Source: an optimization exercise on an open RTL-to-GDS flow (aim: small area). Production flows keep margins and buffers that such runs may drop.
Only simulation tests tie the RTL to the original design; equivalence was not proved.
Power is estimated from default activity; no workload was simulated.

`config.mk`:
```
export PLATFORM = sky130hd
export DESIGN_NAME = CPU
export DESIGN_NICKNAME = CPU
export VERILOG_FILES = /design/flow/design.v
export SDC_FILE = /design/flow/constraint.sdc
export NUM_CORES = 8
export LEC_CHECK = 0
export ABC_AREA = 1
export CAP_MARGIN = 20
export CORE_MARGIN = 2
export CORE_UTILIZATION = 70
export CTS_BUF_LIST = sky130_fd_sc_hd__clkbuf_8
export CTS_CLUSTER_DIAMETER = 60
export CTS_CLUSTER_SIZE = 14
export PLACE_DENSITY = 0.78
export SLEW_MARGIN = 20
```
`design.v`:
```
module mc_cneg (
    input  logic [31:0] v,
    input  logic        n,
    output logic [31:0] o
);
    logic [32:0] c;
    assign c[0] = n;
    for (genvar i = 0; i < 32; i++) begin : g
        wire t = v[i] ^ n;
        assign o[i]   = t ^ c[i];
        assign c[i+1] = t & c[i];
    end
endmodule
module mc_add #(parameter W = 32) (
    input  logic [W-1:0] a, b,
    input  logic         ci,
    output logic [W-1:0] s,
    output logic         co
);
    logic [W:0] c;
    assign c[0] = ci;
    for (genvar i = 0; i < W; i++) begin : g
        assign s[i]   = a[i] ^ b[i] ^ c[i];
        assign c[i+1] = (a[i] & b[i]) | (c[i] & (a[i] | b[i]));
    end
    assign co = c[W];
endmodule
module mc_sub #(parameter int W = 8, parameter int FB = 8, parameter int B = 8) (
    input  logic [W-1:0] a, b,
    output logic [W-1:0] d,
    output logic         co
);
    if (W <= FB) begin : grip
        logic [W:0] c;
        assign c[0] = 1'b1;
        for (genvar i = 0; i < W; i++) begin : g
            wire nb = ~b[i];
            assign d[i]   = a[i] ^ nb ^ c[i];
            assign c[i+1] = (a[i] & nb) | (c[i] & (a[i] | nb));
        end
        assign co = c[W];
    end else begin : gblk
        localparam int NB = (W - FB + B - 1) / B;     
        logic [NB:0] cb;                              
        logic [FB:0] c;
        assign c[0] = 1'b1;
        for (genvar i = 0; i < FB; i++) begin : g0
            wire nb = ~b[i];
            assign d[i]   = a[i] ^ nb ^ c[i];
            assign c[i+1] = (a[i] & nb) | (c[i] & (a[i] | nb));
        end
        assign cb[0] = c[FB];
        for (genvar k = 0; k < NB; k++) begin : gb
            localparam int LO = FB + k * B;
            localparam int HI = (LO + B < W) ? LO + B : W;
            localparam int N  = HI - LO;
            logic [N:0] cc;
            logic [N-1:0] s0;
            logic [N:0] ic;
            assign cc[0] = 1'b0;
            for (genvar i = 0; i < N; i++) begin : g
                wire nb = ~b[LO+i];
                assign s0[i]   = a[LO+i] ^ nb ^ cc[i];
                assign cc[i+1] = (a[LO+i] & nb) | (cc[i] & (a[LO+i] | nb));
            end
            assign ic[0] = cb[k];
            for (genvar i = 0; i < N; i++) begin : gi
                assign d[LO+i]  = s0[i] ^ ic[i];
                assign ic[i+1] = s0[i] & ic[i];
            end
            assign cb[k+1] = cc[N] | (cb[k] & (&s0));
        end
        assign co = cb[NB];
    end
endmodule
module mc_row #(parameter int W = 17, parameter int FB = 9, parameter int B = 7) (
    input  logic [31:0] a, b,
    input  logic        ci,
    output logic [31:0] s,
    output logic        cw, c32
);
    localparam int NB = (W - FB + B - 1) / B;
    logic [NB:0] cb;
    logic [FB:0] c;
    assign c[0] = ci;
    for (genvar i = 0; i < FB; i++) begin : g0
        assign s[i]   = a[i] ^ b[i] ^ c[i];
        assign c[i+1] = (a[i] & b[i]) | (c[i] & (a[i] | b[i]));
    end
    assign cb[0] = c[FB];
    for (genvar k = 0; k < NB; k++) begin : gb
        localparam int LO = FB + k * B;
        localparam int HI = (LO + B < W) ? LO + B : W;
        localparam int N  = HI - LO;
        logic [N:0] cc, ic;
        logic [N-1:0] s0;
        assign cc[0] = 1'b0;
        for (genvar i = 0; i < N; i++) begin : g
            assign s0[i]   = a[LO+i] ^ b[LO+i] ^ cc[i];
            assign cc[i+1] = (a[LO+i] & b[LO+i]) | (cc[i] & (a[LO+i] | b[LO+i]));
        end
        assign ic[0] = cb[k];
        for (genvar i = 0; i < N; i++) begin : gi
            assign s[LO+i] = s0[i] ^ ic[i];
            assign ic[i+1] = s0[i] & ic[i];
        end
        assign cb[k+1] = cc[N] | (cb[k] & (&s0));
    end
    assign cw = cb[NB];
    logic [32-W:0] ct;
    assign ct[0] = cw;
    for (genvar i = W; i < 32; i++) begin : gt
        assign s[i]       = a[i] ^ b[i] ^ ct[i-W];
        assign ct[i-W+1]  = (a[i] & b[i]) | (ct[i-W] & (a[i] | b[i]));
    end
    assign c32 = ct[32-W];
endmodule
module mc_md (
    input  logic        clk,
    input  logic [31:0] a, b,
    input  logic        s, div, isq, ph1,
    output logic [63:0] p,
    output logic [31:0] dres
);
    wire sa = a[31], sb = b[31];
    logic [31:0] ua;
    mc_cneg na (.v(a), .n(sa), .o(ua));
    wire [31:0] m = div ? (b ^ {32{~sb}}) : a;
    wire sm = s & ~div;     
    logic [32:17] hz;
    assign hz[32] = 1'b1;
    for (genvar w = 17; w < 32; w++) begin : ghz
        assign hz[w] = sb ? ((&b[31:w]) & (|b[w-1:0])) : ~(|b[31:w]);
    end
    wire bz = ~(|b);
    logic [48:0] mr;      
    logic [31:0] O [0:15];
    logic [15:0] co, lsb, q;
    for (genvar r = 0; r < 16; r++) begin : row
        localparam int W = r + 17;
        wire bs = div | (ph1 ? b[r] : b[r+16]);
        wire nbit = ph1 ? ua[31-r] : ua[15-r];
        logic [31:0] A, B, S;
        for (genvar i = 0; i < 32; i++) begin : gpp
            wire inv;
            if (r < 15) begin : gl
                assign inv = (i == 31) ? sm : 1'b0;
            end else begin : gl15
                assign inv = (i == 31) ? (sm & ph1) : (sm & ~ph1);
            end
            assign B[i] = (m[i] & bs) ^ inv;
        end
        for (genvar i = 0; i < 32; i++) begin : ga
            wire am, ad;    
            if (r == 0) begin : g0
                if (i < 31) begin : gm
                    assign am = ph1 ? 1'b0 : mr[17+i];
                end else begin : gm31
                    assign am = ph1 ? 1'b0 : mr[48];
                end
                if (i == 0) begin : gd0
                    assign ad = nbit;
                end else if (i <= 16) begin : gd
                    assign ad = ph1 ? 1'b0 : mr[16+i-1];
                end else begin : gdx
                    assign ad = 1'b0;
                end
            end else begin : gn
                if (r == 1 && i == 31) begin : gm1
                    assign am = co[0] | (s & ph1);     
                end else if (i == 31) begin : gm31
                    assign am = co[r-1];
                end else begin : gm
                    assign am = O[r-1][i+1];
                end
                if (i == 0) begin : gd0
                    assign ad = nbit;
                end else if (i < W) begin : gd
                    assign ad = O[r-1][i-1];
                end else begin : gdx
                    assign ad = 1'b0;
                end
            end
            assign A[i] = div ? ad : am;
        end
        logic cw, c32;
        mc_row #(.W(W), .FB(7), .B(6)) add (.a(A), .b(B), .ci(div & ~sb), .s(S), .cw(cw), .c32(c32));
        assign q[15-r] = cw & hz[W];
        assign co[r] = c32;
        assign lsb[r] = S[0];
        wire keep = div & ~q[15-r];     
        for (genvar i = 0; i < 32; i++) begin : go
            if (i < W) begin : gk
                assign O[r][i] = keep ? A[i] : S[i];
            end else begin : gs
                assign O[r][i] = S[i];
            end
        end
    end
    always_ff @(negedge clk) mr <= {co[15], O[15], (div ? q : lsb)};
    assign p = {co[15] ^ s, O[15][31:1], lsb, mr[15:0]};
    wire negq = (sa ^ sb) & ~bz;
    wire [31:0] sel = isq ? {mr[15:0], q} : O[15];
    mc_cneg no (.v(sel), .n(isq ? negq : sa), .o(dres));
endmodule
module CPU (
    input  logic        clk, rst_n,
    output logic [13:0] imem_addr,
    input  logic [31:0] imem_rdata,
    output logic [13:0] dmem_addr,
    output logic [31:0] dmem_wdata,
    output logic        dmem_we,
    input  logic [31:0] dmem_rdata,
    input  logic [7:0]  switches1, switches2, switches3,
    input  logic        bt1, bt2, bt3, bt4, bt5,
    input  logic [4:0]  kb_idx,
    output logic [7:0]  led1_out, led2_out,
    output logic [31:0] seg1_out
);
    wire rst = ~rst_n;
    function automatic [31:0] immgen(input [31:0] i);
        case (i[6:0])
            7'b0010011, 7'b0000011, 7'b1100111: immgen = {{20{i[31]}}, i[31:20]};
            7'b0100011: immgen = {{20{i[31]}}, i[31:25], i[11:7]};
            7'b1100011: immgen = {{19{i[31]}}, i[31], i[7], i[30:25], i[11:8], 1'b0};
            7'b0110111, 7'b0010111: immgen = {i[31:12], 12'b0};
            7'b1101111: immgen = {{11{i[31]}}, i[31], i[19:12], i[20], i[30:21], 1'b0};
            default: immgen = 32'b0;
        endcase
    endfunction
    function automatic [31:0] rstval(input [4:0] r);
        rstval = (r == 5'd2) ? 32'h00007ffc : (r == 5'd3) ? 32'hffffff00 : 32'h0;
    endfunction
    logic [31:0] pc;
    logic [31:0] d_inst, d_pc, d_ppc;      
    logic        d_pred;
    logic [31:0] e_inst, e_pc, e_d1, e_d2, e_ppc;   
    logic        e_pred;
    logic [31:0] m_alu, m_d2;              
    logic [4:0]  m_rd;
    logic [2:0]  m_op;
    logic        m_we, m_re, m_rw;
    logic [31:0] w_data;                   
    logic [4:0]  w_rd;
    logic        w_rw;
    logic icache_stall, dcache_stall, hz_stall, predict_fail;
    logic [31:0] old_pc;
    logic        old_branch, old_actual;
    logic ph_p, ph_n;
    always_ff @(posedge clk) ph_p <= ~ph_p;
    always_ff @(negedge clk) ph_n <= ph_p;
    wire ph1 = ph_p ^ ph_n;
    logic [15:0] ic_v;
    logic [15:0][9:0]  ic_tag;
    logic [15:0][31:0] ic_dat;
    logic [1:0]  ic_rs;
    wire [3:0] ic_off = pc[5:2];
    wire [9:0] ic_t   = pc[15:6];
    wire unc_i = pc[31:16] == 16'h1c09;
    logic [15:0] ic_sel;
    for (genvar i = 0; i < 16; i++) begin : gics
        assign ic_sel[i] = ic_off == i;
    end
    logic ic_lv;
    logic [9:0]  ic_tag_r;
    logic [31:0] ic_dat_r;    
    always_comb begin
        ic_lv = 1'b0; ic_tag_r = 10'b0; ic_dat_r = 32'b0;
        for (int i = 0; i < 16; i++) begin
            ic_lv    = ic_lv | (ic_sel[i] & ic_v[i]);
            ic_tag_r = ic_tag_r | (ic_tag[i] & {10{ic_sel[i]}});
            ic_dat_r = ic_dat_r | (ic_dat[i] & {32{ic_sel[i] & ic_v[i]}});
        end
    end
    wire ic_hit = ic_lv && ic_tag_r == ic_t;
    logic [31:0] rom_w;
    always_comb begin
        case (pc[7:2])
        6'd0: rom_w = 32'hff810113;
        6'd1: rom_w = 32'h00512223;
        6'd2: rom_w = 32'h00612023;
        6'd3: rom_w = 32'h00a00293;
        6'd4: rom_w = 32'h02588c63;
        6'd5: rom_w = 32'h00100293;
        6'd6: rom_w = 32'h04588663;
        6'd7: rom_w = 32'h00200293;
        6'd8: rom_w = 32'h04588663;
        6'd9: rom_w = 32'h00300293;
        6'd10: rom_w = 32'h04588663;
        6'd11: rom_w = 32'h00500293;
        6'd12: rom_w = 32'h00588e63;
        6'd13: rom_w = 32'h00600293;
        6'd14: rom_w = 32'h00588e63;
        6'd15: rom_w = 32'h00700293;
        6'd16: rom_w = 32'h00588e63;
        6'd17: rom_w = 32'h0380006f;
        6'd18: rom_w = 32'h0000006f;
        6'd19: rom_w = 32'h0001a503;
        6'd20: rom_w = 32'h02c0006f;
        6'd21: rom_w = 32'h0041a503;
        6'd22: rom_w = 32'h0240006f;
        6'd23: rom_w = 32'h0081a503;
        6'd24: rom_w = 32'h01c0006f;
        6'd25: rom_w = 32'h00a1a623;
        6'd26: rom_w = 32'h0140006f;
        6'd27: rom_w = 32'h00a1a823;
        6'd28: rom_w = 32'h00c0006f;
        6'd29: rom_w = 32'h02a1a423;
        6'd30: rom_w = 32'h0040006f;
        6'd31: rom_w = 32'h00012303;
        6'd32: rom_w = 32'h00412283;
        6'd33: rom_w = 32'h00810113;
        6'd34: rom_w = 32'h10200073;
        default: rom_w = 32'h00000000;
        endcase
    end
    wire [31:0] rom_out = (pc[15:8] == 8'b0 && pc[1:0] == 2'b0) ? rom_w : 32'h00000000;
    wire [31:0] mem_inst = unc_i ? rom_out : imem_rdata;
    wire [31:0] inst = (ic_rs == 2'd2 || unc_i) ? mem_inst : ic_dat_r;
    assign icache_stall = !unc_i && !predict_fail && !ic_hit && ic_rs != 2'd3;
    assign imem_addr = pc[15:2];
    always_ff @(negedge clk) ic_rs <= (rst || !icache_stall) ? 2'd0 : ic_rs + 2'd1;
    always_ff @(posedge clk)
        for (int i = 0; i < 16; i++)
            if (rst || (ic_rs == 2'd2 && ic_off == i)) ic_v[i] <= !rst;
    always_ff @(posedge clk)
        for (int i = 0; i < 16; i++)
            if (ic_rs == 2'd2 && ic_off == i) begin
                ic_tag[i] <= ic_t;
                ic_dat[i] <= mem_inst;
            end
    logic [31:0] sepc;
    logic        start_flag;
    logic [15:0][1:0]  bht;
    logic [15:0][31:0] ras;
    logic [3:0]  ras_top;
    logic [31:0] ras_r;
    always_comb begin
        ras_r = 32'b0;
        for (int i = 0; i < 16; i++) ras_r = ras_r | (ras[i] & {32{ras_top == i}});
    end
    wire [6:0] opc_i = inst[6:0];
    wire jal_i  = opc_i == 7'b1101111;
    wire jalr_i = opc_i == 7'b1100111;
    wire br_i   = opc_i == 7'b1100011;
    wire jump_i = jal_i | jalr_i;
    wire excp   = opc_i == 7'b1110011;
    wire sret   = excp && inst[31:25] == 7'b0001000;
    wire rs1_is1 = !jal_i && inst[19:15] == 5'd1;
    wire rd_is1  = inst[11:7] == 5'd1;
    wire [31:0] imm_i = immgen(inst);
    wire [31:0] pc4, pcimm;
    wire c_unused0, c_unused1;
    mc_add #(30) inc4 (.a(pc[31:2]), .b(30'd1), .ci(1'b0), .s(pc4[31:2]), .co(c_unused0));
    assign pc4[1:0] = pc[1:0];
    mc_add #(32) addi (.a(pc), .b(imm_i), .ci(1'b0), .s(pcimm), .co(c_unused1));
    logic [1:0] bht_cur;
    always_comb begin
        bht_cur = 2'b0;
        for (int i = 0; i < 16; i++) bht_cur = bht_cur | (bht[i] & {2{ic_sel[i]}});
    end
    wire taken_i = bht_cur[1];
    logic        pred_res;
    logic [31:0] tgt0;
    always_comb begin
        if (!start_flag) begin
            pred_res = 1'b0; tgt0 = 32'b0;
        end else if (predict_fail) begin
            pred_res = 1'b0; tgt0 = old_pc;
        end else if (jump_i) begin
            pred_res = 1'b1; tgt0 = rs1_is1 ? ras_r : pcimm;
        end else if (br_i) begin
            pred_res = taken_i; tgt0 = taken_i ? pcimm : pc4;
        end else begin
            pred_res = 1'b0; tgt0 = pc4;
        end
    end
    wire [31:0] target = excp ? (sret ? sepc : 32'h1c090000) : tgt0;
    wire bp_stall = icache_stall || dcache_stall || hz_stall;
    always_ff @(posedge clk)
        if (rst || (excp && !sret)) sepc <= rst ? 32'b0 : pc4;
    always_ff @(posedge clk) start_flag <= !rst;
    wire [3:0] upd = e_pc[5:2];
    logic [1:0] bht_old;
    always_comb begin
        bht_old = 2'b0;
        for (int i = 0; i < 16; i++) bht_old = bht_old | (bht[i] & {2{upd == i}});
    end
    wire [1:0] bht_new = old_actual ? ((bht_old == 2'b11) ? 2'b11 : bht_old + 2'b01)
                                    : ((bht_old == 2'b00) ? 2'b00 : bht_old - 2'b01);
    wire bht_we = old_branch && !bp_stall;
    always_ff @(posedge clk)
        for (int i = 0; i < 16; i++)
            if (rst || (bht_we && upd == i)) bht[i] <= rst ? 2'b01 : bht_new;
    wire ras_op = start_flag && jump_i && !bp_stall && !predict_fail;
    wire [3:0] ras_up = ras_top + 4'd1;
    always_ff @(posedge clk) begin
        if (rst || !start_flag) ras_top <= 4'd0;
        else if (ras_op) begin
            if (rd_is1) ras_top <= ras_up;
            else if (rs1_is1) ras_top <= ras_top - 4'd1;
        end
    end
    wire [31:0] ras_d = rst ? 32'b0 : pc4;
    always_ff @(posedge clk)
        for (int i = 0; i < 16; i++)
            if (rst || (ras_op && rd_is1 && ras_up == i)) ras[i] <= ras_d;
    always_ff @(posedge clk)
        if (rst || !(hz_stall || icache_stall || dcache_stall)) pc <= rst ? 32'b0 : target;
    wire d_clr = rst || (icache_stall && !dcache_stall && !hz_stall) || predict_fail;
    wire d_ld  = !(dcache_stall || hz_stall);
    always_ff @(posedge clk) begin
        if (d_clr || d_ld) begin
            d_inst <= d_clr ? 32'b0 : inst;
            d_pred <= d_clr ? 1'b0 : pred_res;
        end
        if (d_ld) begin
            d_pc <= pc; d_ppc <= target;
        end
    end
    wire [4:0] d_rs1 = d_inst[19:15];
    wire [4:0] d_rs2 = d_inst[24:20];
    wire [4:0] e_rd  = e_inst[11:7];
    wire e_load = e_inst[6:0] == 7'b0000011;
    assign hz_stall = e_load && (e_rd == d_rs1 || e_rd == d_rs2);
    logic rst_neg;                 
    always_ff @(negedge clk) rst_neg <= rst;
    logic [31:1][31:0] rf;
    wire w_wr = w_rw && w_rd != 5'd0;
    wire [31:0] rf_d = rst_neg ? 32'b0 : w_data;
    always_ff @(posedge clk)
        for (int i = 1; i < 32; i++)
            if (rst_neg || (w_wr && w_rd == i))
                rf[i] <= (i == 2 || i == 3) ? (rst_neg ? rstval(i[4:0]) : w_data) : rf_d;
    wire [31:0][31:0] regs = {rf, 32'b0};
    wire [4:0]  raddr = ph1 ? d_rs1 : d_rs2;
    logic [31:0] rport;
    always_comb begin
        rport = 32'b0;
        for (int i = 1; i < 32; i++) rport = rport | (rf[i] & {32{raddr == i}});
    end
    wire [31:0] rval  = (w_wr && w_rd == raddr) ? w_data : rport;
    logic [31:0] r1tmp;
    always_ff @(negedge clk) r1tmp <= rst ? rstval(d_rs1) : rval;
    wire [31:0] r2val = rst_neg ? rstval(d_rs2) : rval;
    wire e_clr = rst || ((hz_stall || predict_fail) && !dcache_stall);
    wire e_ld  = !dcache_stall;
    always_ff @(posedge clk) begin
        if (e_clr || e_ld) begin
            e_inst <= e_clr ? 32'b0 : d_inst;
            e_pred <= e_clr ? 1'b0 : d_pred;
            e_d1   <= e_clr ? 32'b0 : r1tmp;
        end
        if (e_ld) begin
            e_pc <= d_pc; e_d2 <= r2val; e_ppc <= d_ppc;
        end
    end
    logic [3:0] aluop;
    logic [2:0] bruop, memop;
    logic [1:0] alusrc;
    logic jalr_e, memwrite, memread, regwrite;
    wire [6:0] opc = e_inst[6:0];
    wire [2:0] f3  = e_inst[14:12];
    wire [6:0] f7  = e_inst[31:25];
    always_comb begin
        aluop = 4'd3; bruop = 3'd0; memop = 3'd0; alusrc = 2'd0;
        jalr_e = 1'b0; memwrite = 1'b0; memread = 1'b0; regwrite = 1'b0;
        case (opc)
            7'b0110011: begin
                regwrite = 1'b1;
                if (f7 == 7'h01) begin
                    case (f3)
                        3'd0: aluop = 4'd10;
                        3'd1: aluop = 4'd11;
                        3'd2: aluop = 4'd12;
                        3'd3: aluop = 4'd13;
                        3'd4: aluop = 4'd14;
                        3'd6: aluop = 4'd15;
                        default: aluop = 4'd0;
                    endcase
                end else begin
                    case (f3)
                        3'd0: aluop = (f7 == 7'h20) ? 4'd4 : 4'd3;
                        3'd1: aluop = 4'd5;
                        3'd2: aluop = 4'd8;
                        3'd3: aluop = 4'd9;
                        3'd4: aluop = 4'd2;
                        3'd5: aluop = (f7 == 7'h20) ? 4'd7 : 4'd6;
                        3'd6: aluop = 4'd1;
                        default: aluop = 4'd0;
                    endcase
                end
            end
            7'b0010011: begin
                regwrite = 1'b1; alusrc = 2'd1;
                case (f3)
                    3'd0: aluop = 4'd3;
                    3'd1: aluop = 4'd5;
                    3'd2: aluop = 4'd8;
                    3'd3: aluop = 4'd9;
                    3'd4: aluop = 4'd2;
                    3'd5: aluop = (f7 == 7'h20) ? 4'd7 : 4'd6;
                    3'd6: aluop = 4'd1;
                    default: aluop = 4'd0;
                endcase
            end
            7'b0000011: begin
                alusrc = 2'd1; memread = 1'b1; regwrite = 1'b1;
                case (f3)
                    3'd0: memop = 3'd0;
                    3'd1: memop = 3'd1;
                    3'd2: memop = 3'd2;
                    3'd4: memop = 3'd3;
                    3'd5: memop = 3'd4;
                    default: memop = 3'd0;
                endcase
            end
            7'b0100011: begin
                alusrc = 2'd1; memwrite = 1'b1;
                case (f3)
                    3'd0: memop = 3'd5;
                    3'd1: memop = 3'd6;
                    3'd2: memop = 3'd7;
                    default: memop = 3'd0;
                endcase
            end
            7'b1100011: begin
                case (f3)
                    3'd0: bruop = 3'd1;
                    3'd1: bruop = 3'd2;
                    3'd4: bruop = 3'd3;
                    3'd5: bruop = 3'd4;
                    3'd6: bruop = 3'd5;
                    3'd7: bruop = 3'd6;
                    default: bruop = 3'd0;
                endcase
            end
            7'b1100111: begin bruop = 3'd7; jalr_e = 1'b1; alusrc = 2'd1; regwrite = 1'b1; end
            7'b1101111: begin bruop = 3'd7; alusrc = 2'd2; regwrite = 1'b1; end
            7'b0110111: begin alusrc = 2'd1; regwrite = 1'b1; end
            7'b0010111: begin alusrc = 2'd3; regwrite = 1'b1; end
            7'b1110011: begin end
            default: aluop = 4'd0;
        endcase
    end
    wire [31:0] imm = immgen(e_inst);
    wire [4:0] e_rs1 = e_inst[19:15];
    wire [4:0] e_rs2 = e_inst[24:20];
    logic [31:0] mem_addr;
    wire fa_m = m_rw && m_rd != 5'd0 && m_rd == e_rs1;
    wire fa_w = !fa_m && w_wr && w_rd == e_rs1;
    wire fb_m = m_rw && m_rd != 5'd0 && m_rd == e_rs2;
    wire fb_w = !fb_m && w_wr && w_rd == e_rs2;
    wire [31:0] s1r = fa_m ? mem_addr : fa_w ? w_data : e_d1;
    wire [31:0] s2r = fb_m ? mem_addr : fb_w ? w_data : e_d2;
    wire [31:0] s1c = fa_m ? m_alu : fa_w ? w_data : e_d1;
    wire [31:0] s2c = fb_m ? m_alu : fb_w ? w_data : e_d2;
    wire [31:0] bx = s1r ^ s2r;
    wire beq = bx == 32'b0;
    logic [31:0] blc;
    assign blc[0] = 1'b0;
    for (genvar i = 0; i < 31; i++) begin : gblc
        assign blc[i+1] = (~s1r[i] & s2r[i]) | (~s1r[i] & blc[i]) | (s2r[i] & blc[i]);
    end
    wire bsd  = s1r[31] ^ s2r[31];
    wire bltu = bsd ? s2r[31] : blc[31];
    wire blt  = bsd ? s1r[31] : blc[31];
    always_comb begin
        case (bruop)
            3'd1: old_actual = beq;
            3'd2: old_actual = !beq;
            3'd3: old_actual = blt;
            3'd4: old_actual = !blt;
            3'd5: old_actual = bltu;
            3'd6: old_actual = !bltu;
            3'd7: old_actual = 1'b1;
            default: old_actual = 1'b0;
        endcase
    end
    assign old_branch = bruop != 3'd0;
    wire [31:0] ta = (old_actual && jalr_e) ? s1r : e_pc;
    wire [31:0] tb = old_actual ? imm : 32'd4;
    wire c_unused2;
    mc_add #(32) tadd (.a(ta), .b(tb), .ci(1'b0), .s(old_pc), .co(c_unused2));
    assign predict_fail = (old_actual != e_pred) || (old_branch && e_ppc != old_pc);
    wire [31:0] x = alusrc[1] ? e_pc : s1c;
    logic [31:0] y;
    always_comb begin
        case (alusrc)
            2'd0: y = s2c;
            2'd2: y = 32'd4;
            default: y = imm;
        endcase
    end
    wire is_sub = aluop == 4'd4 || aluop == 4'd8 || aluop == 4'd9;
    logic [31:0] asum;
    logic aco;
    mc_add #(32) aadd (.a(x), .b(y ^ {32{is_sub}}), .ci(is_sub), .s(asum), .co(aco));
    wire slt  = (x[31] ^ y[31]) ? x[31] : asum[31];
    wire sltu = !aco;
    wire is_sh = aluop == 4'd5 || aluop == 4'd6 || aluop == 4'd7;
    wire [4:0] sh = y[4:0];
    wire [4:0] shk = (aluop == 4'd5) ? sh : (5'd0 - sh);
    logic [31:0] shb, shmask;
    for (genvar i = 0; i < 32; i++) begin : gsh
        assign shb[i] = is_sh ? (shk == i) : s2c[i];
        assign shmask[i] = (i > 31 - sh);      
    end
    logic [63:0] prod;
    logic [31:0] dres;
    mc_md md (.clk(clk), .a(s1c), .b(shb), .s(aluop == 4'd11), .div(aluop == 4'd14 || aluop == 4'd15),
              .isq(aluop == 4'd14), .ph1(ph1), .p(prod), .dres(dres));
    logic [31:0] alu_res;
    always_comb begin
        case (aluop)
            4'd0:  alu_res = x & y;
            4'd1:  alu_res = x | y;
            4'd2:  alu_res = x ^ y;
            4'd3, 4'd4: alu_res = asum;
            4'd5:  alu_res = prod[31:0];
            4'd6:  alu_res = (sh == 5'd0) ? prod[31:0] : prod[63:32];
            4'd7:  alu_res = ((sh == 5'd0) ? prod[31:0] : prod[63:32]) | (shmask & {32{x[31]}});
            4'd8:  alu_res = {31'b0, slt};
            4'd9:  alu_res = {31'b0, sltu};
            4'd10: alu_res = prod[31:0];
            4'd11, 4'd12, 4'd13: alu_res = prod[63:32];
            default: alu_res = dres;
        endcase
    end
    always_ff @(posedge clk) begin
        if (rst || !dcache_stall) begin
            m_alu <= rst ? 32'b0 : alu_res;
            m_we <= !rst && memwrite; m_re <= !rst && memread; m_rw <= !rst && regwrite;
        end
        if (!dcache_stall) begin
            m_d2 <= s2c; m_rd <= e_rd; m_op <= memop;
        end
    end
    logic [15:0] dc_v, dc_dt;
    logic [15:0][9:0]  dc_tag;
    logic [15:0][31:0] dc_dat;
    logic [2:0]  cs;             
    logic        od;             
    logic [9:0]  otag;
    logic [31:0] odata;
    wire [3:0] off = m_alu[5:2];
    wire [9:0] tg  = m_alu[15:6];
    wire unc = m_alu[19:16] == 4'hf;
    logic [15:0] dc_sel;
    for (genvar i = 0; i < 16; i++) begin : gdcs
        assign dc_sel[i] = off == i;
    end
    logic lv, ldt;
    logic [9:0]  ltag;
    logic [31:0] ldat;
    always_comb begin
        lv = 1'b0; ldt = 1'b0; ltag = 10'b0; ldat = 32'b0;
        for (int i = 0; i < 16; i++) begin
            lv   = lv | (dc_sel[i] & dc_v[i]);
            ldt  = ldt | (dc_sel[i] & dc_dt[i]);
            ltag = ltag | (dc_tag[i] & {10{dc_sel[i]}});
            ldat = ldat | (dc_dat[i] & {32{dc_sel[i]}});
        end
    end
    wire hit = lv && ltag == tg;
    wire wbn = od && otag != tg;
    wire acc_ = m_re || m_we;
    assign dcache_stall = !unc && acc_ && (cs != (wbn ? 3'd4 : 3'd2)) && (!hit || wbn);
    wire cs2 = cs == 3'd2;
    wire io = m_alu[31:16] == 16'hffff;
    logic [31:0] io_data;
    always_comb begin
        case (m_alu)
            32'hffffff00: io_data = {24'b0, switches1};
            32'hffffff04: io_data = {24'b0, switches2};
            32'hffffff08: io_data = {24'b0, switches3};
            32'hffffff14: io_data = {31'b0, bt1};
            32'hffffff18: io_data = {31'b0, bt2};
            32'hffffff1c: io_data = {31'b0, bt3};
            32'hffffff20: io_data = {31'b0, bt4};
            32'hffffff24: io_data = {31'b0, bt5};
            32'hffffff2c: io_data = {31'b0, kb_idx[4]};
            32'hffffff30: io_data = {28'b0, kb_idx[3:0]};
            default:      io_data = 32'b0;
        endcase
    end
    wire [31:0] mem_data = io ? io_data : dmem_rdata;
    wire [31:0] rin = (cs2 || unc) ? mem_data : ldat;
    logic [31:0] rout;
    always_comb begin
        case (m_op)
            3'd2: rout = rin;
            3'd1: rout = m_alu[1] ? {{16{rin[31]}}, rin[31:16]} : {{16{rin[15]}}, rin[15:0]};
            3'd4: rout = {16'b0, m_alu[1] ? rin[31:16] : rin[15:0]};
            3'd3: case (m_alu[1:0])
                      2'd0: rout = {24'b0, rin[7:0]};
                      2'd1: rout = {24'b0, rin[15:8]};
                      2'd2: rout = {24'b0, rin[23:16]};
                      default: rout = {24'b0, rin[31:24]};
                  endcase
            3'd0: case (m_alu[1:0])
                      2'd0: rout = {{24{rin[7]}}, rin[7:0]};
                      2'd1: rout = {{24{rin[15]}}, rin[15:8]};
                      2'd2: rout = {{24{rin[23]}}, rin[23:16]};
                      default: rout = {{24{rin[31]}}, rin[31:24]};
                  endcase
            3'd7: rout = m_d2;
            3'd6: rout = m_alu[1] ? {m_d2[15:0], rin[15:0]} : {rin[31:16], m_d2[15:0]};
            default: case (m_alu[1:0])
                      2'd0: rout = {rin[31:8], m_d2[7:0]};
                      2'd1: rout = {rin[31:16], m_d2[7:0], rin[7:0]};
                      2'd2: rout = {rin[31:24], m_d2[7:0], rin[15:0]};
                      default: rout = {m_d2[7:0], rin[23:0]};
                  endcase
        endcase
    end
    wire cweb = (acc_ && cs2) || (m_we && hit && cs == 3'd0);
    wire [31:0] cwdata = (m_re && cs2) ? mem_data : rout;
    always_ff @(negedge clk) begin
        if (rst || !dcache_stall) begin
            cs <= 3'd0; od <= 1'b0;
        end else begin
            cs <= cs + 3'd1;
            if (cs == 3'd0) od <= lv & ldt;
        end
        if (cs == 3'd0) begin
            otag  <= lv ? ltag : 10'b0;
            odata <= ldat;
        end
    end
    always_ff @(posedge clk)
        for (int i = 0; i < 16; i++)
            if (rst || (cweb && off == i)) dc_v[i] <= !rst;
    always_ff @(posedge clk)
        for (int i = 0; i < 16; i++)
            if (cweb && off == i) begin
                dc_dt[i]  <= m_we;
                dc_tag[i] <= tg;
                dc_dat[i] <= cwdata;
            end
    always_comb begin
        case (cs)
            3'd0, 3'd1: mem_addr = m_alu;
            3'd2, 3'd3: mem_addr = {16'b0, otag, m_alu[5:0]};
            default:    mem_addr = 32'b0;
        endcase
    end
    assign dmem_addr  = mem_addr[15:2];
    assign dmem_we    = (cs2 && wbn) || cs == 3'd3;
    assign dmem_wdata = odata;
    logic [7:0]  led1, led2;
    logic [31:0] seg1;
    wire [31:0] io_wd = rst ? 32'b0 : m_d2;
    always_ff @(posedge clk) begin
        if (rst || m_alu == 32'hffffff0c) led1 <= io_wd[7:0];
        if (rst || m_alu == 32'hffffff10) led2 <= io_wd[7:0];
        if (rst || m_alu == 32'hffffff28) seg1 <= io_wd;
    end
    assign led1_out = led1;
    assign led2_out = led2;
    assign seg1_out = seg1;
    always_ff @(posedge clk) begin
        if (rst || !dcache_stall) w_rw <= !rst && m_rw;
        if (!dcache_stall) begin
            w_data <= m_re ? rout : m_alu; w_rd <= m_rd;
        end
    end
endmodule
```
`flow/run.sh`:
```
#!/bin/bash
# Layout flow: the standard ORFS flow (standard.sh), with two changes:
#  - synthesis maps the combinational logic with ABC's area-oriented "&nf"
#    mapper (flow/abc_area.script) instead of "map"; registers are mapped by
#    the unchanged synthesis script before ABC runs, so they are the standard
#    synthesis's, with the same names and cells;
#  - the port buffers are sky130_fd_sc_hd__buf_1 cells.
# Every other step runs ORFS's own scripts unchanged. Each tool's full output
# goes to a log file in this folder (make.log, write_def.log) and ORFS's
# per-step logs under orfs/logs/.
set -euo pipefail
W=$(pwd)
rm -rf "$W/scripts_mod"
cp -r "$FLOW_HOME/scripts" "$W/scripts_mod"
cp "$W/flow/abc_area.script" "$W/scripts_mod/abc_area.script"
# standard.sh's make call, with the copied scripts and the port-buffer cell
sed -e "s#CLKGATE_MAP_FILE= #CLKGATE_MAP_FILE= SCRIPTS_DIR=$W/scripts_mod 'BUFFER_PORTS_ARGS=-buffer_cell sky130_fd_sc_hd__buf_1' #" \
    -e "s#^  openroad -no_init -exit \(.*\)\$#  openroad -no_init -exit \1 > $W/write_def.log 2>\&1#" \
    standard.sh > "$W/own_standard.sh"
grep -q "SCRIPTS_DIR=$W/scripts_mod" "$W/own_standard.sh"
bash "$W/own_standard.sh" > "$W/make.log" 2>&1
test -s "$W/out/final.def"
```
`standard.sh`:
```
#!/bin/bash
# synth_recipe.tcl (not shown) runs the flow's synth.tcl, then flattens the netlist and writes it again
# the make line also repeats each setting of config.mk as NAME=value (left out here)
make -C /OpenROAD-flow-scripts/flow DESIGN_CONFIG=/design/flow/config.mk WORK_HOME=/design/flow/orfs CLKGATE_MAP_FILE= SYNTH_SCRIPT=/design/flow/synth_recipe.tcl "${@:-finish}"
```
`constraint.sdc`:
```
create_clock -name core_clock -period 200.0 [get_ports {clk}]
set_input_delay 40.0000 -clock core_clock [delete_from_list [all_inputs] [get_ports {clk}]]
set_output_delay 40.0000 -clock core_clock [all_outputs]
set_load 0.01 [all_outputs]
```
`flow/abc_area.script`:
```
strash
&get -n
&dch -f
&nf -p -R 1000
&put
topo
stime -c
dnsize -c
```
==> tab_implementation.tex, run 1 <==
\begin{tabular}{lr}
\hline
Metric & Value \\
\hline
\multicolumn{2}{l}{\textbf{Synthesis}} \\
\quad Number of distinct library cell variants in the gate-level netlist after synthesis & 69 \\
\quad Average cell area after synthesis & 13.3 um2 \\
\quad Synth Register Bits & 3571 \\
\quad Synthesized Nets & 14000 \\
\quad Number of instances in the synthesized netlist & 12800 \\
\quad Sequential element share of the synthesized area & 0.620 \\
\quad Compound-cell area share of the yosys netlist & 0.134 \\
\quad Count of flip-flops with a built-in enable after synthesis & 3453 \\
\quad Fraction of registers with async set or reset after synthesis & 0 \\
\quad Share of cell area taken by muxes after synthesis & 0.0125 \\
\quad Area share of fa/ha/maj cells after synthesis & 0.103 \\
\quad Post-synth top flop & sky130\_fd\_sc\_hd\_\_edfxtp\_1 \\
\quad Dominant combinational cell family by area after synthesis & compound AO/OA/AOI/OAI gates \\
\quad Xor-xnor portion of the synthesized cell area & 0.0154 \\
\quad Count of warnings emitted by yosys & 3 \\
\quad Total standard cell area after synthesis & 171000 um2 \\
\quad Post-synthesis share of cell area spent on and, or, nand and nor gates & 0.106 \\
\multicolumn{2}{l}{\textbf{Clock tree}} \\
\quad CTS root buf & sky130\_fd\_sc\_hd\_\_clkbuf\_8 \\
\quad Clock tree sinks & 3571 \\
\quad Number of buffers inserted for hold repair after clock tree synthesis & 0 \\
\quad Total CTS buffers & 320 \\
\quad Buffer levels on the longest clock path & 4 \\
\quad Number of buffers inserted to repair setup after CTS & 0 \\
\quad Number of gates resized after cts & 0 \\
\quad Total number of H-tree levels & 5 \\
\multicolumn{2}{l}{\textbf{Status}} \\
\quad First error message & [ERROR GRT-0232] Routing congestion too high. Check the congestion heatmap in the GUI. \\
\quad Stopped at & global routing \\
\quad Status & stopped before the end \\
\multicolumn{2}{l}{\textbf{Placed design}} \\
\quad Gpl congestion & 1.06 \\
\quad Worst-case setup slack after placement & 15.86 ns \\
\quad Total of buffers placed on input and output ports & 208 \\
\quad Post-detailed-placement half-perimeter wirelength & 442 mm \\
\multicolumn{2}{l}{\textbf{Global routing}} \\
\quad Pin count of the biggest net entering global routing & 121 \\
\quad Total Routing Usage GR & 0.698 \\
\quad Remaining global-route overflow & 11 \\
\quad Initial antenna violation count & 132 \\
\multicolumn{2}{l}{\textbf{Floorplan}} \\
\quad X dimension of the die & 498 um \\
\quad Std cell rows & 181 \\
\quad Initial standard-cell utilization of the core & 0.704 \\
\quad Count of boundary I/O pins & 209 \\
\quad Vertical die dimension & 498 um \\
\hline
\end{tabular}
-- routing by layer --
metal / global-route usage / overflow
met5: 0.364 / 0
met4: 0.617 / 7
met3: 0.538 / 0
met2: 0.848 / 4
met1: 0.737 / 0
-- synth_stat cells, types with 91 or more instances --
cell | count | area share
sky130_fd_sc_hd__a21oi_1 | 856 | 0.025
sky130_fd_sc_hd__a222oi_1 | 492 | 0.029
sky130_fd_sc_hd__nand2_1 | 1124 | 0.025
sky130_fd_sc_hd__and2_0 | 187 | 0.0068
sky130_fd_sc_hd__clkinv_1 | 362 | 0.0079
sky130_fd_sc_hd__ha_1 | 520 | 0.038
sky130_fd_sc_hd__a221o_1 | 118 | 0.0069
sky130_fd_sc_hd__xnor2_1 | 164 | 0.0084
sky130_fd_sc_hd__nand4_1 | 248 | 0.0091
sky130_fd_sc_hd__nor2b_1 | 186 | 0.0068
sky130_fd_sc_hd__xor2_1 | 137 | 0.0070
sky130_fd_sc_hd__nor2_1 | 1440 | 0.032
sky130_fd_sc_hd__dfxtp_1 | 118 | 0.014
sky130_fd_sc_hd__o211ai_1 | 93 | 0.0041
sky130_fd_sc_hd__edfxtp_1 | 3453 | 0.61
sky130_fd_sc_hd__nor3_1 | 151 | 0.0044
sky130_fd_sc_hd__a211oi_1 | 91 | 0.0040
sky130_fd_sc_hd__fa_1 | 553 | 0.065
sky130_fd_sc_hd__mux2i_1 | 195 | 0.011
sky130_fd_sc_hd__o21ai_0 | 646 | 0.019
sky130_fd_sc_hd__a221oi_1 | 160 | 0.0082
sky130_fd_sc_hd__nand2b_1 | 134 | 0.0049
sky130_fd_sc_hd__a22oi_1 | 294 | 0.013
sky130_fd_sc_hd__nand3_1 | 241 | 0.0071
sky130_fd_sc_hd__a22o_1 | 96 | 0.0049
-- kinds of logic after synthesis --
kind of cell / count (synthesis)
xor+xnor: 301
mux: 211
buf+inv: 376
flops: 3571
fa+ha+maj: 1074
simple gates: 3993
compound gates: 3303
-- power by group through the flow --
stage	clock, uW	combinational (uW)	sequential, uW
floorplan	3.99	384	1060
global placement	3.99	685	1080
detailed placement	3.99	721	1100
CTS	440	750	1090
-- worst max-delay path by stage --
stage                                        from                 to  slack [ns]  cells past startpoint
after floorplan           e_inst[6]$_SDFFCE_PP0P_  md.mr[18]$_DFF_N_        6.24                    249
after detailed placement        w_rd[1]$_DFFE_PN_  md.mr[21]$_DFF_N_       15.86                    292
after CTS                       w_rd[0]$_DFFE_PN_  md.mr[21]$_DFF_N_       15.42                    292
after global placement          w_rd[1]$_DFFE_PN_  md.mr[21]$_DFF_N_       18.89                    294
-- through the flow --
step	hold slack [ns]	instance area [um2]	total power (uW)	instances	util
4_1_cts	0.374	187000	2280	17200	0.768
3_5_place_dp	0.405	181000	1820	16700	0.743
3_3_place_gp	0.401	181000	1770	16700	0.743
2_1_floorplan	0.393	171000	1450	12800	-
==> run 2, diff against run 1 <==
--- a/config.mk
+++ b/config.mk
@@ -8,9 +8,9 @@
 export ABC_AREA = 1
 export CAP_MARGIN = 20
 export CORE_MARGIN = 2
-export CORE_UTILIZATION = 70
+export CORE_UTILIZATION = 60
 export CTS_BUF_LIST = sky130_fd_sc_hd__clkbuf_8
 export CTS_CLUSTER_DIAMETER = 60
 export CTS_CLUSTER_SIZE = 14
-export PLACE_DENSITY = 0.78
+export PLACE_DENSITY = 0.7
 export SLEW_MARGIN = 20
==> tab_implementation.tex, run 2 <==
\begin{tabular}{lr}
\hline
Metric & Value \\
\hline
\multicolumn{2}{l}{\textbf{Status}} \\
\quad Status & timing/DRC/antenna clean \\
\multicolumn{2}{l}{\textbf{Synthesis}} \\
\quad Sequential element share of the synthesized area & 0.620 \\
\quad Fraction of registers with async set or reset after synthesis & 0 \\
\quad Compound-cell area share of the yosys netlist & 0.134 \\
\quad Number of distinct library cell variants in the gate-level netlist after synthesis & 69 \\
\quad Share of cell area taken by muxes after synthesis & 0.0125 \\
\quad Area share of fa/ha/maj cells after synthesis & 0.103 \\
\quad Largest cells by area after synthesis & sky130\_fd\_sc\_hd\_\_edfxtp\_1 (61\%), sky130\_fd\_sc\_hd\_\_fa\_1 (6.5\%), sky130\_fd\_sc\_hd\_\_ha\_1 (3.8\%) \\
\quad Area share of the leading cell type in the synthesized netlist & 0.606 \\
\quad Post-synth top flop & sky130\_fd\_sc\_hd\_\_edfxtp\_1 \\
\quad Most frequent cells after synthesis & sky130\_fd\_sc\_hd\_\_edfxtp\_1 (3453), sky130\_fd\_sc\_hd\_\_nor2\_1 (1440), sky130\_fd\_sc\_hd\_\_nand2\_1 (1124), sky130\_fd\_sc\_hd\_\_a21oi\_1 (856), sky130\_fd\_sc\_hd\_\_o21ai\_0 (646) \\
\quad Total standard cell area after synthesis & 171000 um2 \\
\quad Post-synthesis share of cell area spent on and, or, nand and nor gates & 0.106 \\
\quad Count of flip-flops with a built-in enable after synthesis & 3453 \\
\quad Xor-xnor portion of the synthesized cell area & 0.0154 \\
\quad Count of warnings emitted by yosys & 3 \\
\quad Synthesized Nets & 14000 \\
\quad Most used standard cell by instance count after synthesis & sky130\_fd\_sc\_hd\_\_edfxtp\_1 \\
\quad Synth Register Bits & 3571 \\
\quad Dominant combinational cell family by area after synthesis & compound AO/OA/AOI/OAI gates \\
\quad Average cell area after synthesis & 13.3 um2 \\
\quad Cell type with the largest total area after synthesis & sky130\_fd\_sc\_hd\_\_edfxtp\_1 \\
\quad Number of instances in the synthesized netlist & 12800 \\
\multicolumn{2}{l}{\textbf{Timing}} \\
\quad Tightest Pin Transition & 1.36 ns \\
\quad Setup repair after global routing missed its margin & false \\
\quad Final setup fails & 0 \\
\quad Number of hold violations in the final report & 0 \\
\quad Max Slew Vio Count & 0 \\
\quad Setup TNS & 0 ns \\
\quad Worst clock skew on the final layout & 0.257 ns \\
\quad Setup WS post-layout & 15.03 ns \\
\quad Slew HR & 0.0937 \\
\multicolumn{2}{l}{\textbf{Worst setup path}} \\
\quad Type of the worst setup path & flip-flop to flip-flop \\
\quad Minimum setup slack among reg-to-reg paths & 15.03 ns \\
\quad CP max FO & 60 \\
\quad Type of element launching the critical path & flip-flop \\
\quad Data arrival at the endpoint of the critical path & 85.81 ns \\
\quad Crit-path slowest cell & sky130\_fd\_sc\_hd\_\_nor2\_2 \\
\quad Largest stage delay on the critical path & 0.79 ns \\
\quad Req. time, crit path & 100.83 ns \\
\quad Kind of end point of the critical path & flip-flop \\
\quad Cell repeated most along the worst path & sky130\_fd\_sc\_hd\_\_fa\_1 \\
\multicolumn{2}{l}{\textbf{Global routing}} \\
\quad Global-route wire length before repair & 871 mm \\
\quad Remaining global-route overflow & 0 \\
\quad Total Routing Usage GR & 0.420 \\
\quad Via count of the first global-routing pass & 121000 \\
\quad Initial antenna violation count & 35 \\
\quad Pin count of the biggest net entering global routing & 122 \\
\multicolumn{2}{l}{\textbf{Clock tree}} \\
\quad Number of buffers inserted to repair setup after CTS & 0 \\
\quad Clock tree sinks & 3571 \\
\quad CTS tree & yes \\
\quad Total CTS buffers & 307 \\
\quad Number of gates resized after cts & 0 \\
\quad Clock network latency to the later pin of the worst-skew pair & 1.17 ns \\
\quad Total number of H-tree levels & 5 \\
\quad CTS root buf & sky130\_fd\_sc\_hd\_\_clkbuf\_8 \\
\quad Buffer levels on the longest clock path & 4 \\
\quad Clock slew at the register clock pins of the worst setup and hold paths & 0.10 ns \\
\quad Number of buffers inserted for hold repair after clock tree synthesis & 0 \\
\multicolumn{2}{l}{\textbf{Placed design}} \\
\quad Worst-case setup slack after placement & 16.21 ns \\
\quad Post-detailed-placement half-perimeter wirelength & 412 mm \\
\quad Total of buffers placed on input and output ports & 208 \\
\quad Gpl congestion & 1.06 \\
\quad Dpl cells & 17200 \\
\multicolumn{2}{l}{\textbf{Drt}} \\
\quad Starting DRT DRC Count & 23300 \\
\quad Final routed wire length divided by cell count & 34.5 um \\
\quad Via count & 127000 \\
\quad Number of routed nets with antenna violations & 0 \\
\quad Post-detailed-route DRC marker count & 0 \\
\quad Final wirelength & 616 mm \\
\quad Number of detailed-routing iterations run before antenna repair & 8 \\
\quad Vias per inst & 7.14 \\
\multicolumn{2}{l}{\textbf{Power}} \\
\quad Power per unit of standard cell area & 12.0 nW/um2 \\
\quad Largest voltage drop on the vdd net & 0.0000139 V \\
\quad Static Leakage & 0.0677 uW \\
\multicolumn{2}{l}{\textbf{Final layout}} \\
\quad Fraction of final layout cells sized beyond drive strength 1 & 0.0806 \\
\quad Final standard cell count with taps included and fillers excluded & 17800 \\
\quad Most used cells in the layout excluding fill and tap cells & sky130\_fd\_sc\_hd\_\_edfxtp\_1 (3453), sky130\_fd\_sc\_hd\_\_nor2\_1 (1396), sky130\_fd\_sc\_hd\_\_nand2\_1 (1115), sky130\_fd\_sc\_hd\_\_a21oi\_1 (825), sky130\_fd\_sc\_hd\_\_o21ai\_0 (573) \\
\quad Final net count & 15100 \\
\quad Most frequent standard cell in the layout excluding fill and tap cells & sky130\_fd\_sc\_hd\_\_edfxtp\_1 \\
\quad Top reg by flops & rf \\
\quad Area growth from synthesis to layout & 9.85\% \\
\quad Fillers & 20200 \\
\quad Fraction of the core area covered by cells at the end of the flow & 0.664 \\
\quad Number of flip-flops in the largest register & 992 \\
\multicolumn{2}{l}{\textbf{Floorplan}} \\
\quad Std cell rows & 195 \\
\quad X dimension of the die & 538 um \\
\quad Vertical die dimension & 538 um \\
\quad Count of boundary I/O pins & 209 \\
\quad Die area & 289000 um2 \\
\quad Placeable Area & 283000 um2 \\
\quad Initial standard-cell utilization of the core & 0.605 \\
\multicolumn{2}{l}{\textbf{Flow run}} \\
\quad Number of max-capacitance violations reported & 0 \\
\multicolumn{2}{l}{\textbf{Min path}} \\
\quad Tightest Hold Check Type & flip-flop to flip-flop \\
\hline
\end{tabular}
run 2: cell counts after synthesis:
Identical to the previous run, type by type.
run 2: cell type report:
class                      instances  area, um2  share of cell area
sequential                      3571     106000               0.565
multi-input combinational       8882      65200               0.347
tap                             3743       4680              0.0249
clock buffer                     329       4530              0.0241
timing repair buffer             686       4410              0.0235
clock inverter                   238       1560             0.00831
inverter                         361       1360             0.00724
antenna                           19       47.5            0.000253
run 2: metrics by stage:
step	hold slack (ns)	instance area [um2]	total power, uW
finish	0.357	188000	2260
global route	0.360	188000	2320
CTS	0.368	188000	2220
detailed placement	0.405	181000	1810
global placement	0.401	181000	1790
floorplan	0.393	171000	1450
run 2: logic make-up (layout without fill, tap and decap cells):
family                     count (synthesis)  count (layout)
DFF                                     3571            3571
buffers and inverters                    376            1614
xor gates and xnor gates                 301             301
muxes                                    211             211
adders and majority gates               1074            1074
AOI/OAI and AO/OA                       3303            3303
other                                      0              19
and+or+nand+nor                         3993            3993
run 2: power by group:
| group | switching, uW | internal [uW] |
|---|---|---|
| Combinational | 541 | 208 |
| Clock | 252 | 175 |
| Sequential | 78.7 | 1000 |
| Total | 872 | 1390 |
run 2: worst paths after layout:
path         cells after the start                   to                 from
max                            299    md.mr[33]$_DFF_N_    m_rd[4]$_DFFE_PN_
min                              0  e_ppc[12]$_DFFE_PN_  d_ppc[12]$_DFFE_PP_
max reg2reg                    299    md.mr[33]$_DFF_N_    m_rd[4]$_DFFE_PN_
min reg2reg                      0  e_ppc[12]$_DFFE_PN_  d_ppc[12]$_DFFE_PP_
run 2: worst max-delay path: cells and delay by family, from the launching register on:
kind | cells | cell delay, ns
adder cells (fa/ha/maj) | 129 | 42.87
AO/OA/AOI/OAI | 83 | 20.69
AND/OR/NAND/NOR | 59 | 15.11
buffers and inverters | 21 | 3.49
multiplexers | 7 | 1.84
flip-flops | 1 | 0.46
run 2: metal layers:
metal	up-vias	share of wire	global-route usage
li1	52400	-	-
met1	62600	0.36	0.586
met2	10600	0.43	0.607
met3	1540	0.16	0.135
met4	24	0.051	0.182
met5	-	0.00053	0.00444
==> run 3, diff against run 2 <==
--- a/flow/run.sh
+++ b/flow/run.sh
@@ -1,6 +1,7 @@
 #!/bin/bash
 # Layout flow: the standard ORFS flow (standard.sh), with two changes:
-#  - synthesis maps the combinational logic with ABC's area-oriented "&nf"
+#  - synthesis optimises the combinational logic with ABC's &deepsyn and maps
+#    it with the area-oriented "&nf"
 #    mapper (flow/abc_area.script) instead of "map"; registers are mapped by
 #    the unchanged synthesis script before ABC runs, so they are the standard
 #    synthesis's, with the same names and cells;
==> flow/abc_area.script (replaced) <==
strash
&get -n
&deepsyn -T 60
&put
&get -n
&dch -f
&nf -p -R 1000
&put
topo
stime -c
dnsize -c
==> tab_implementation.tex, run 3 <==
\begin{tabular}{lr}
\hline
Metric & Value \\
\hline
\multicolumn{2}{l}{\textbf{Status}} \\
\quad Status & timing/DRC/antenna clean \\
\multicolumn{2}{l}{\textbf{Worst setup path}} \\
\quad Cell repeated most along the worst path & sky130\_fd\_sc\_hd\_\_fa\_1 \\
\quad Cell family with most CP delay & adder cells \\
\quad Kind of end point of the critical path & flip-flop \\
\quad Count of buffer and inverter cells on the critical path & 26 \\
\quad Largest stage delay on the critical path & 0.75 ns \\
\quad Req. time, crit path & 100.84 ns \\
\quad Type of element launching the critical path & flip-flop \\
\quad Data arrival at the endpoint of the critical path & 84.40 ns \\
\quad Type of the worst setup path & flip-flop to flip-flop \\
\quad Crit-path slowest cell & sky130\_fd\_sc\_hd\_\_edfxtp\_1 \\
\quad CP max FO & 34 \\
\multicolumn{2}{l}{\textbf{Clock tree}} \\
\quad Clock network latency to the later pin of the worst-skew pair & 1.13 ns \\
\quad Buffer levels on the longest clock path & 4 \\
\quad Number of gates resized after cts & 0 \\
\quad Number of buffers inserted for hold repair after clock tree synthesis & 0 \\
\quad Clock slew at the register clock pins of the worst setup and hold paths & 0.10 ns \\
\quad Clock tree sinks & 3571 \\
\quad Number of buffers inserted to repair setup after CTS & 0 \\
\quad Total CTS buffers & 310 \\
\quad Total number of H-tree levels & 5 \\
\quad CTS tree & yes \\
\quad CTS root buf & sky130\_fd\_sc\_hd\_\_clkbuf\_8 \\
\multicolumn{2}{l}{\textbf{Timing}} \\
\quad Number of hold violations in the final report & 0 \\
\quad Setup WS post-layout & 16.44 ns \\
\quad Tightest Pin Transition & 1.42 ns \\
\quad Slew HR & 0.0546 \\
\quad Max Slew Vio Count & 0 \\
\quad Smallest hold slack & 0.417 ns \\
\quad Setup repair after global routing missed its margin & false \\
\quad Worst clock skew on the final layout & 0.177 ns \\
\quad Setup TNS & 0 ns \\
\quad Final setup fails & 0 \\
\multicolumn{2}{l}{\textbf{Synthesis}} \\
\quad Post-synthesis share of cell area spent on and, or, nand and nor gates & 0.0987 \\
\quad Area share of fa/ha/maj cells after synthesis & 0.105 \\
\quad Fraction of registers with async set or reset after synthesis & 0 \\
\quad Average cell area after synthesis & 14.0 um2 \\
\quad Cell type with the largest total area after synthesis & sky130\_fd\_sc\_hd\_\_edfxtp\_1 \\
\quad Compound-cell area share of the yosys netlist & 0.136 \\
\quad Dominant combinational cell family by area after synthesis & compound AO/OA/AOI/OAI gates \\
\quad Number of distinct library cell variants in the gate-level netlist after synthesis & 67 \\
\quad Sequential element share of the synthesized area & 0.633 \\
\quad Synthesized Nets & 13200 \\
\quad Synth Register Bits & 3571 \\
\quad Count of warnings emitted by yosys & 3 \\
\quad Number of instances in the synthesized netlist & 12000 \\
\quad Most frequent cells after synthesis & sky130\_fd\_sc\_hd\_\_edfxtp\_1 (3453), sky130\_fd\_sc\_hd\_\_nor2\_1 (1162), sky130\_fd\_sc\_hd\_\_nand2\_1 (1055), sky130\_fd\_sc\_hd\_\_a22oi\_1 (609), sky130\_fd\_sc\_hd\_\_a222oi\_1 (569) \\
\quad Xor-xnor portion of the synthesized cell area & 0.0105 \\
\quad Post-synth top flop & sky130\_fd\_sc\_hd\_\_edfxtp\_1 \\
\quad Count of flip-flops with a built-in enable after synthesis & 3453 \\
\quad Most used standard cell by instance count after synthesis & sky130\_fd\_sc\_hd\_\_edfxtp\_1 \\
\quad Share of cell area taken by muxes after synthesis & 0.00763 \\
\quad Total standard cell area after synthesis & 167000 um2 \\
\quad Area share of the leading cell type in the synthesized netlist & 0.619 \\
\quad Largest cells by area after synthesis & sky130\_fd\_sc\_hd\_\_edfxtp\_1 (62\%), sky130\_fd\_sc\_hd\_\_fa\_1 (6.6\%), sky130\_fd\_sc\_hd\_\_ha\_1 (3.9\%) \\
\multicolumn{2}{l}{\textbf{Drt}} \\
\quad Starting DRT DRC Count & 23900 \\
\quad Final wirelength & 631 mm \\
\quad Highest routing layer actually used & met5 \\
\quad Amount of wire on met2 after detailed routing & 275 mm \\
\quad Number of detailed-routing iterations run before antenna repair & 13 \\
\quad Detailed-route wire length on metal 1 & 221 mm \\
\quad Via count & 125000 \\
\quad Number of routed nets with antenna violations & 0 \\
\quad Vias per inst & 7.35 \\
\quad Post-detailed-route DRC marker count & 0 \\
\quad Met3 wire length & 96.1 mm \\
\quad Final routed wire length divided by cell count & 37.1 um \\
\multicolumn{2}{l}{\textbf{Final layout}} \\
\quad Fillers & 20100 \\
\quad Number of flip-flops in the largest register & 992 \\
\quad Most used cells in the layout excluding fill and tap cells & sky130\_fd\_sc\_hd\_\_edfxtp\_1 (3453), sky130\_fd\_sc\_hd\_\_nor2\_1 (1094), sky130\_fd\_sc\_hd\_\_nand2\_1 (1054), sky130\_fd\_sc\_hd\_\_a22oi\_1 (607), sky130\_fd\_sc\_hd\_\_a222oi\_1 (569) \\
\quad Most frequent standard cell in the layout excluding fill and tap cells & sky130\_fd\_sc\_hd\_\_edfxtp\_1 \\
\quad Final net count & 14300 \\
\quad Area growth from synthesis to layout & 10.0\% \\
\quad Design Area, Final & 184000 um2 \\
\quad Fraction of final layout cells sized beyond drive strength 1 & 0.0831 \\
\quad Top reg by flops & rf \\
\multicolumn{2}{l}{\textbf{Placed design}} \\
\quad Worst-case setup slack after placement & 18.04 ns \\
\quad Total of buffers placed on input and output ports & 208 \\
\quad Gpl congestion & 1.10 \\
\quad Total cell area at the placement stage & 178000 um2 \\
\quad Post-detailed-placement half-perimeter wirelength & 408 mm \\
\multicolumn{2}{l}{\textbf{Global routing}} \\
\quad Initial antenna violation count & 34 \\
\quad Via count of the first global-routing pass & 120000 \\
\quad Global-route wire length before repair & 881 mm \\
\quad Remaining global-route overflow & 0 \\
\quad Pin count of the biggest net entering global routing & 111 \\
\quad Total Routing Usage GR & 0.437 \\
\multicolumn{2}{l}{\textbf{Floorplan}} \\
\quad Count of boundary I/O pins & 209 \\
\quad X dimension of the die & 532 um \\
\quad Placeable Area & 277000 um2 \\
\quad Die area & 283000 um2 \\
\quad Vertical die dimension & 532 um \\
\quad Initial standard-cell utilization of the core & 0.604 \\
\quad Std cell rows & 193 \\
\multicolumn{2}{l}{\textbf{Min path}} \\
\quad Tightest Hold Check Type & flip-flop to flip-flop \\
\multicolumn{2}{l}{\textbf{Power}} \\
\quad Power per unit of standard cell area & 11.4 nW/um2 \\
\quad Largest voltage drop on the vdd net & 0.0000111 V \\
\quad Total power consumption of the routed design & 2090 uW \\
\quad Static Leakage & 0.0669 uW \\
\multicolumn{2}{l}{\textbf{Flow run}} \\
\quad Number of max-capacitance violations reported & 0 \\
\hline
\end{tabular}
run 3: cell types whose count changed after synthesis, sizes merged, moves of 69 or more:
cell | before | now
a22oi | 294 | 609
nand2 | 1124 | 1055
nor2 | 1440 | 1162
a221o | 118 | 12
o21ai | 646 | 506
xor2 | 137 | 61
a21o | 14 | 94
nor3 | 151 | 80
a21oi | 856 | 444
o211ai | 93 | 24
a222oi | 492 | 569
mux2i | 195 | 113
run 3: per-stage QoR:
stage / utilization / cells
global placement: 0.641 / 16400
global route: 0.665 / 17000
floorplan: - / 12000
CTS: 0.665 / 16900
detailed placement: 0.641 / 16400
finish: 0.665 / 17000
run 3: worst reg2reg max path, delay by kind of cell, from the launching register on:
kind	cells	cell delay, ns
buffers and inverters	26	4.67
AND/OR/NAND/NOR	61	14.20
AO/OA/AOI/OAI	82	20.22
XOR/XNOR	1	0.20
multiplexers	3	1.38
flip-flops	1	0.75
adder cells (fa/ha/maj)	128	41.94
run 3: report_power, final:
part / leakage (uW) / internal, uW / total, uW / switching, uW
sequential: 0.0354 / 968 / 1040 / 73.1
clock: 0.00345 / 192 / 449 / 257
combinational: 0.0281 / 169 / 603 / 434
run 3: final cells by class:
| cell class | count | area (um2) | area share |
|---|---|---|---|
| diodes | 49 | 123 | 0.000666 |
| clock buffers | 324 | 4460 | 0.0242 |
| clock inverters | 268 | 2080 | 0.0113 |
| inverters | 378 | 1420 | 0.00773 |
| multi-input cells | 8035 | 61200 | 0.332 |
| flip-flops and latches | 3571 | 106000 | 0.576 |
| well taps | 3705 | 4640 | 0.0252 |
| repair buffers | 667 | 4230 | 0.0230 |
run 3: kinds of logic after synthesis:
group,count (synthesis)
multiplexers,126
XOR/XNOR,200
flip-flops,3571
adder cells (fa/ha/maj),1073
AND/OR/NAND/NOR,3554
AO/OA/AOI/OAI,3082
buffers and inverters,393
run 3: final timing paths:
path	startpoint	to	slack (ns)	depth (start not counted)
setup / recovery	w_rd[2]$_DFFE_PN_	md.mr[26]$_DFF_N_	16.44	301
setup reg to reg	w_rd[2]$_DFFE_PN_	md.mr[26]$_DFF_N_	16.44	301
hold / removal	d_pc[22]$_DFFE_PP_	e_pc[22]$_DFFE_PN_	0.42	0
hold reg to reg	d_pc[22]$_DFFE_PP_	e_pc[22]$_DFFE_PN_	0.42	0
run 3: per-layer routing:
layer	GRT usage	vias to the layer above
li1	-	49800
met1	0.590	61800
met2	0.647	11200
met3	0.131	2065
met4	0.218	30
met5	0	-
==> run 4, diff against run 3 <==
--- a/design.v
+++ b/design.v
@@ -247,7 +247,7 @@
     logic [31:0] old_pc;
     logic        old_branch, old_actual;
     logic ph_p, ph_n;
-    always_ff @(posedge clk) ph_p <= ~ph_p;
+    always_ff @(posedge clk) ph_p <= !rst && !ph_p;
     always_ff @(negedge clk) ph_n <= ph_p;
     wire ph1 = ph_p ^ ph_n;
     logic [15:0] ic_v;
==> tab_implementation.tex, run 4 <==
\begin{tabular}{lr}
\hline
Metric & Value \\
\hline
\multicolumn{2}{l}{\textbf{Floorplan}} \\
\quad Vertical die dimension & 533 um \\
\quad Die area & 284000 um2 \\
\quad Initial standard-cell utilization of the core & 0.602 \\
\quad Std cell rows & 194 \\
\multicolumn{2}{l}{\textbf{Clock tree}} \\
\quad Total number of H-tree levels & 5 \\
\quad Number of buffers inserted for hold repair after clock tree synthesis & 0 \\
\quad CTS tree & yes \\
\quad Clock network latency to the later pin of the worst-skew pair & 1.14 ns \\
\quad Clock slew at the register clock pins of the worst setup and hold paths & 0.09 ns \\
\quad CTS root buf & sky130\_fd\_sc\_hd\_\_clkbuf\_8 \\
\quad Number of gates resized after cts & 0 \\
\quad Total CTS buffers & 308 \\
\multicolumn{2}{l}{\textbf{Power}} \\
\quad Share of total power in the clock network & 0.147 \\
\quad Switching component of the power & 1290 uW \\
\quad Switching fraction of total power & 0.448 \\
\quad P\_int & 1590 uW \\
\quad Fraction of power consumed by sequential logic & 0.361 \\
\quad Largest voltage drop on the vdd net & 0.0000131 V \\
\multicolumn{2}{l}{\textbf{Synthesis}} \\
\quad Xor-xnor portion of the synthesized cell area & 0.0105 \\
\quad Compound-cell area share of the yosys netlist & 0.135 \\
\quad Fraction of registers with async set or reset after synthesis & 0 \\
\quad Count of flip-flops with a built-in enable after synthesis & 3453 \\
\quad Share of cell area taken by muxes after synthesis & 0.00940 \\
\quad Area share of fa/ha/maj cells after synthesis & 0.105 \\
\quad Synthesized Nets & 13300 \\
\multicolumn{2}{l}{\textbf{Timing}} \\
\quad Worst clock skew on the final layout & 0.179 ns \\
\quad Max Slew Vio Count & 0 \\
\quad Final setup fails & 0 \\
\quad Setup repair after global routing missed its margin & false \\
\quad Setup TNS & 0 ns \\
\multicolumn{2}{l}{\textbf{Flow run}} \\
\quad Number of max-capacitance violations reported & 0 \\
\multicolumn{2}{l}{\textbf{Drt}} \\
\quad Highest routing layer actually used & met5 \\
\quad Amount of wire on met2 after detailed routing & 276 mm \\
\quad Starting DRT DRC Count & 24900 \\
\quad Met3 wire length & 100 mm \\
\quad Number of routed nets with antenna violations & 0 \\
\quad Post-detailed-route DRC marker count & 0 \\
\quad Detailed-route wire length on metal 1 & 221 mm \\
\multicolumn{2}{l}{\textbf{Final layout}} \\
\quad Area growth from synthesis to layout & 9.64\% \\
\quad Most used cells in the layout excluding fill and tap cells & sky130\_fd\_sc\_hd\_\_edfxtp\_1 (3453), sky130\_fd\_sc\_hd\_\_nand2\_1 (1116), sky130\_fd\_sc\_hd\_\_nor2\_1 (1057), sky130\_fd\_sc\_hd\_\_a222oi\_1 (571), sky130\_fd\_sc\_hd\_\_fa\_1 (553) \\
\quad Design Area, Final & 184000 um2 \\
\quad Number of flip-flops in the largest register & 992 \\
\multicolumn{2}{l}{\textbf{Placed design}} \\
\quad Gpl congestion & 1.09 \\
\quad Worst-case setup slack after placement & 20.12 ns \\
\quad Total cell area at the placement stage & 178000 um2 \\
\multicolumn{2}{l}{\textbf{Status}} \\
\quad Status & timing/DRC/antenna clean \\
\multicolumn{2}{l}{\textbf{Worst setup path}} \\
\quad Crit-path slowest cell & sky130\_fd\_sc\_hd\_\_and2\_0 \\
\quad Req. time, crit path & 100.86 ns \\
\multicolumn{2}{l}{\textbf{Global routing}} \\
\quad Remaining global-route overflow & 0 \\
\hline
\end{tabular}
==> run 4: cell count changes after synthesis, sizes merged, moves of 30 or more <==
cell   before   now
a21oi     444   493
a22o      156   186
a22oi     609   546
nand2    1055  1118
nand3     190   225
nor2     1162  1119
o21ai     506   558
==> run 4: cell families (layout without fill, tap and decap cells) <==
family                   count (synthesis)  after routing
AND/OR/NAND/NOR                       3616           3616
buffers and inverters                  394           1614
other                                    0             38
adder cells (fa/ha/maj)               1074           1074
flip-flops                            3571           3571
multiplexers                           155            155
AO/OA/AOI/OAI                         3108           3108
XOR/XNOR                               202            202
==> run 4: final timing paths <==
kind,to,depth (start not counted),start,slack [ns]
max,md.mr[47]$_DFF_N_,295,w_rd[0]$_DFFE_PN_,18.79
min,e_pc[19]$_DFFE_PN_,0,d_pc[19]$_DFFE_PP_,0.37
max reg2reg,md.mr[47]$_DFF_N_,295,w_rd[0]$_DFFE_PN_,18.79
min reg2reg,e_pc[19]$_DFFE_PN_,0,d_pc[19]$_DFFE_PP_,0.37
==> run 4: final cells by class <==
class | instances | area [um2]
clock buffer | 315 | 4340
antenna | 38 | 95.1
fill | 19900 | 94700
timing repair buffer | 662 | 4190
sequential | 3571 | 106000
inverter | 379 | 1430
multi-input combinational | 8155 | 61800
tap | 3724 | 4660
clock inverter | 258 | 1680
==> run 4: power by group through the flow <==
stage	registers, uW	clock network, uW	logic, uW
final	1040	424	1410
after detailed placement	1050	3.99	1360
after global placement	1040	3.99	1370
after floorplan	1010	3.99	790
after global routing	1040	450	1490
after CTS	1030	422	1360
==> run 4: routing by layer <==
metal,up-vias,GRT usage
met5,-,0.00217
li1,50100,-
met4,50,0.227
met2,11500,0.649
met3,2165,0.136
met1,61100,0.596
==> run 4: through the flow <==
stage                      util  hold slack (ns)  std cells
final                     0.661            0.367      17100
after detailed placement  0.638            0.405      16500
after global routing      0.660            0.377      17100
after floorplan               -            0.400      12100
after CTS                 0.660            0.349      17100
after global placement    0.638            0.401      16500
